Context: an optimization exercise on an open-source flow, tuned for small area, a short achievable clock period and few clock cycles. The choices shown serve that exercise and are no tape-out recipe. Where RTL was checked, it was by simulation tests only, not by an equivalence proof against the original.

Design lmfe_top, start of the top module:
module lmfe_top (
	clk,
	reset,
	Din,
	in_en,
	busy,
	out_valid,
	Dout,
	sram_a,
	sram_d,
	sram_cen,
	sram_wen,
	sram_q
);
clock: 10.0 ns
lec_check: 0
cap_margin: 20
core_margin: 2
core_utilization: 48
cts_cluster_diameter: 60
cts_cluster_size: 32
place_density: 0.62
slew_margin: 20
standard.sh (not shown) runs the stock make flow with config.mk's settings and CLKGATE_MAP_FILE= SYNTH_SCRIPT=/design/flow/synth_recipe.tcl, a recipe that flattens the netlist after the stock synthesis.
==> flow/flow/run.sh <==
#!/bin/bash
set -euo pipefail
bash standard.sh SETUP_SLACK_MARGIN=6.6 finish > standard.log 2>&1
The first run produced a clean layout.
Then changed:
CTS_CLUSTER_SIZE = 24   (was 32)
What happened:
- first-iteration DRC count drops by 6.8%
- worst hold slack stays flat
- wire length went down by 0.36%
- worst setup slack gets worse by 0.069 ns
- global-route usage is higher by 0.11 points
No functional check of the RTL was part of any run of this note.

========
lmfe_top, a different RTL version from the one above (not shown whole).
Size in the first run: ~2,000 cells after synthesis, roughly 49 I/O pins.
Settings: LEC_CHECK=0, CAP_MARGIN=20, CORE_MARGIN=2, CORE_UTILIZATION=40, CTS_CLUSTER_DIAMETER=60, CTS_CLUSTER_SIZE=24, PLACE_DENSITY=0.55, SLEW_MARGIN=20; clock period 10.0 ns.
==> flow/flow/run.sh <==
#!/bin/bash
set -euo pipefail
bash standard.sh SETUP_SLACK_MARGIN=6.5 finish > standard.log 2>&1
Testbench counts at the start, summed over its fixed seeds: cycles 706,620.
==> next run, changes <==
==> flow/flow/run.sh (replaced) <==
#!/bin/bash
set -euo pipefail
bash standard.sh SETUP_SLACK_MARGIN=6.2 finish > standard.log 2>&1
--- a/flow/config.mk
+++ b/flow/config.mk
@@ -9,6 +9,6 @@
 export CORE_MARGIN = 2
-export CORE_UTILIZATION = 40
+export CORE_UTILIZATION = 65
 export CTS_CLUSTER_DIAMETER = 60
 export CTS_CLUSTER_SIZE = 24
-export PLACE_DENSITY = 0.55
+export PLACE_DENSITY = 0.8
 export SLEW_MARGIN = 20
=> First-iteration DRC count rises by well over a third; worst setup slack is worse by 150 ps; register-to-register slack is worse by 150 ps; utilization rises by 25 points; maximum frequency falls by a few percent; die area falls by well over a third.
==> next run, changes <==
--- a/flow/config.mk
+++ b/flow/config.mk
@@ -9,6 +9,6 @@
 export CORE_MARGIN = 2
-export CORE_UTILIZATION = 65
+export CORE_UTILIZATION = 55
 export CTS_CLUSTER_DIAMETER = 60
 export CTS_CLUSTER_SIZE = 24
-export PLACE_DENSITY = 0.8
+export PLACE_DENSITY = 0.7
 export SLEW_MARGIN = 20
What happened:
- non-clock buffer count shrinks by 5
- flip-flop and latch count does not change
- cell count goes up by a few percent
- core utilization came out lower by 10 points
- routed wire length is lower by a few percent
==> next run, changes <==
--- a/flow/config.mk
+++ b/flow/config.mk
@@ -9,6 +9,6 @@
 export CORE_MARGIN = 2
-export CORE_UTILIZATION = 55
-export CTS_CLUSTER_DIAMETER = 60
-export CTS_CLUSTER_SIZE = 24
-export PLACE_DENSITY = 0.7
+export CORE_UTILIZATION = 40
+export CTS_CLUSTER_DIAMETER = 80
+export CTS_CLUSTER_SIZE = 32
+export PLACE_DENSITY = 0.55
 export SLEW_MARGIN = 20
The changed run went through all stages and came out clean; maximum frequency went down slightly; design area went up slightly; worst setup slack is worse by 16 ps; non-clock buffer count went up by 17; core utilization went down by 17 points; synthesized area is unchanged; sequential share of layout area went down by 0.63 points; hold slack stays flat; global-route usage went down by 5.7 points; register-to-register slack is worse by 20 ps.

========
Setup of build 73:
Another version of the RTL of lmfe_top (not shown whole).
Size in the first run: roughly 1900 cells after synthesis, ~49 I/O pins, ~23000 um2 of cells after synthesis.
clock: 10.0 ns
lec_check: 0
cap_margin: 20
core_margin: 2
core_utilization: 55
cts_cluster_diameter: 60
cts_cluster_size: 24
place_density: 0.7
slew_margin: 20
==> flow/flow/run.sh <==
#!/bin/bash
set -euo pipefail
bash standard.sh SETUP_SLACK_MARGIN=6.8 finish > standard.log 2>&1
Build 73 completed end to end with timing, DRC and antenna clean.
Testbench counts of build 73, summed over its fixed seeds: cycles 706,620.
[inputs] build 58 vs build 73
==> flow/flow/run.sh <==
#!/bin/bash
set -euo pipefail
bash standard.sh SETUP_SLACK_MARGIN=6.6 finish > standard.log 2>&1
[summary]
Relative to build 73, global-route wire length before repair has gone down in build 58. Between build 73 and build 58, required time of the critical path decreased. Build 73 → build 58: sequential share of layout area rose 1.2 points; end-of-flow core utilization fell 1.6 points. In the reports for build 73 and build 58, the smaller worst setup slack belongs to build 73. The worst-path cell with the longest stage delay comes out sky130_fd_sc_hd__fa_1 in one run and sky130_fd_sc_hd__fa_2 in the other, namely in build 58 and build 73 respectively. Compared with build 73, build 58 instantiates a smaller number of cells. Lower final cycle utilization of the critical path was reported by build 58, not build 73.
For build 97, these inputs were changed with respect to build 58:
==> flow/flow/run.sh <==
#!/bin/bash
set -euo pipefail
bash standard.sh SETUP_SLACK_MARGIN=6.2 finish > standard.log 2>&1
- Build 97 finished every step from synthesis to the final layout, and the layout passed the timing, design-rule and antenna checks.
- Build 58 has lower time the final worst path needs with I/O delays and setup than build 97.
- Build 97: clock tree cell share of total cell area lower than build 58
- Compare build 58 and build 97 | number of nets at the end of the flow lower: build 97
- Between build 97 and build 58, the adder and majority cell fraction of the synthesized area figures differ only marginally.
- Per the comparison of build 97 with build 58, area overhead of the layout relative to synthesis fell by 3.1 points.
- Of build 58 and build 97, the lower clock skew belongs to build 58.
- Density: build 97 sparser than build 58

========
P:
RTL: one of the versions met above, not the one the previous note started from.
For scale: about 2000 cells after synthesis, ~590 flip-flops, ~49 I/O pins, about 22000 µm² of cells after synthesis.
Settings: LEC_CHECK=0, CAP_MARGIN=20, CORE_MARGIN=2, CORE_UTILIZATION=40, CTS_CLUSTER_DIAMETER=60, CTS_CLUSTER_SIZE=24, PLACE_DENSITY=0.55, SLEW_MARGIN=20; clock period 10.0 ns.
==> flow/flow/run.sh <==
#!/bin/bash
set -euo pipefail
bash standard.sh SETUP_SLACK_MARGIN=6.2 finish > standard.log 2>&1
Having completed the whole flow, P delivered a layout that passed the timing, design-rule and antenna checks.
Testbench counts of P, summed over its fixed seeds: cycles 706,620.
Modified inputs, Q compared to P
- PLACE_DENSITY now 0.7, was 0.55
- CORE_UTILIZATION now 55, was 40
- TNS_END_PERCENT now 5, previously not set
[summary]
NOTE: placeable core region in Q falls short of that of P
Q against P: area growth from synthesis to layout dropped 2.6 points, met3 demand-to-capacity share in global routing +1.8 points.
Design area | Q below P
Row post-detailed-routing wire length: Q lower / P higher
The core of Q is more densely filled than that of P.
Q vs. P: achievable clock frequency climbed about 0.35%; clock period minus final worst setup slack fell by 0.014 ns; post-CTS resize count shrank by 8.7%.
--- input diff Q..R ---
- removing TNS_END_PERCENT (formerly 5)
- changing PLACE_DENSITY from 0.7 to 0.55
- changing CORE_UTILIZATION from 55 to 40
==> flow/flow/run.sh <==
#!/bin/bash
set -euo pipefail
bash standard.sh SETUP_SLACK_MARGIN=6.0 finish > standard.log 2>&1
Results
- On wire length per cell after detailed routing: between Q and R, it ends up lower for R.
- The sequential cell area share number comes out higher for Q vs R.
- In the reports for Q and R, the smaller synthesis-to-layout area growth belongs to Q.

========
Setup of run a:
Another version of the RTL of lmfe_top (not shown whole).
Size: roughly 1700 cells after synthesis, ~21000 um^2 of cells after synthesis.
Settings: LEC_CHECK=0, CAP_MARGIN=20, CORE_MARGIN=2, CORE_UTILIZATION=40, CTS_BUF_LIST=sky130_fd_sc_hd__clkbuf_4 sky130_fd_sc_hd__clkbuf_8, CTS_CLUSTER_SIZE=20, PLACE_DENSITY=0.55, SLEW_MARGIN=20; clock period 10.0 ns.
==> flow/flow/run.sh <==
#!/bin/bash
set -euo pipefail
bash standard.sh SETUP_SLACK_MARGIN=6.3 finish > standard.log 2>&1
Input-level comparison between run b and run a:
Settings: CTS_CLUSTER_SIZE removed (was 20); CTS_BUF_LIST removed (was sky130_fd_sc_hd__clkbuf_4 sky130_fd_sc_hd__clkbuf_8).
### Flow results
Run b completed every stage of the flow, and the final layout passed the timing, design-rule and antenna checks.
| wire length of the first global-routing pass | higher: run a |
Comparing run b with run a, the area of all placed cells without fillers came out essentially unchanged.
Diff run a -> run b: proportion of synthesized chip area in sequential cells ~0 delta; average routed wire per standard cell +about 2.6%; critical path depth in cells +1; routed wire length ~0 delta.
Re clock-cell share of area: run a and run b aren't equal, and the higher value belongs to run a.
Run b ends up with a combined global-route utilization of all metal layers that is 0.41 points lower than in run a.
No run of this note included a check of the RTL's function; only the layout flow was run.

## re-timing with driven ports
The flow's constraints put no driver on any port. The routed layouts listed below were extracted and timed again, unchanged, in two steps.
Step 1 assumes that a clkbuf_16 drives the clock port and a buf_2 every other input.
Step 2, shift: input delay + t, output delay - t, t = (earliest + latest rising clock arrival at the registers) / 2. This alone moves slack from input paths to output paths.
Three values: ideal ports, drivers, drivers and shift; two values: the first two.
run | shift t [ns] | slack for setup (ns) | worst hold slack (ns) | worst setup path after step 2 | slew at the worst register clock pin (ns)
the first run of note 1 | 0.634 | 6.524 / 6.524 / 6.487 | 0.321 / 0.321 / 0.321 | input to register | 0.11 / 0.11
the second run of note 1 | 0.625 | 6.454 / 6.454 / 6.454 | 0.319 / 0.319 / 0.319 | register to register | 0.09 / 0.09
the first run of note 2 | 0.640 | 6.273 / 6.273 / 6.273 | 0.316 / 0.316 / 0.316 | register to register | 0.09 / 0.09
the second run of note 2 | 0.617 | 6.125 / 6.125 / 6.125 | 0.315 / 0.315 / 0.315 | register to register | 0.09 / 0.09
the third run of note 2 | 0.619 | 6.220 / 6.220 / 6.220 | 0.318 / 0.318 / 0.318 | register to register | 0.09 / 0.09
the fourth run of note 2 | 0.663 | 6.204 / 6.204 / 6.204 | 0.318 / 0.318 / 0.318 | register to register | 0.11 / 0.11
build 73 | 0.637 | 6.439 / 6.439 / 6.249 | 0.311 / 0.311 / 0.311 | input to register | 0.09 / 0.09
build 58 | 0.625 | 6.553 / 6.553 / 6.163 | 0.323 / 0.323 / 0.323 | input to register | 0.09 / 0.09
build 97 | 0.626 | 6.253 / 6.253 / 6.157 | 0.314 / 0.314 / 0.314 | input to register | 0.09 / 0.09
P | 0.645 | 6.141 / 6.141 / 6.141 | 0.319 / 0.319 / 0.319 | register to register | 0.09 / 0.09
Q | 0.627 | 6.155 / 6.155 / 6.155 | 0.322 / 0.322 / 0.322 | register to register | 0.10 / 0.10
R | 0.652 | 6.110 / 6.110 / 6.110 | 0.315 / 0.315 / 0.315 | register to register | 0.09 / 0.09
run a | 0.728 | 5.737 / 5.737 / 5.737 | 0.311 / 0.311 / 0.311 | register to register | 0.07 / 0.07
run b | 0.657 | 5.694 / 5.694 / 5.694 | 0.319 / 0.319 / 0.319 | register to register | 0.07 / 0.07
After both steps setup and hold are still met in every run listed. For build 58, which loses most, drivers alone change the setup slack by 0.000 ns; drivers and shift together by -0.390 ns.
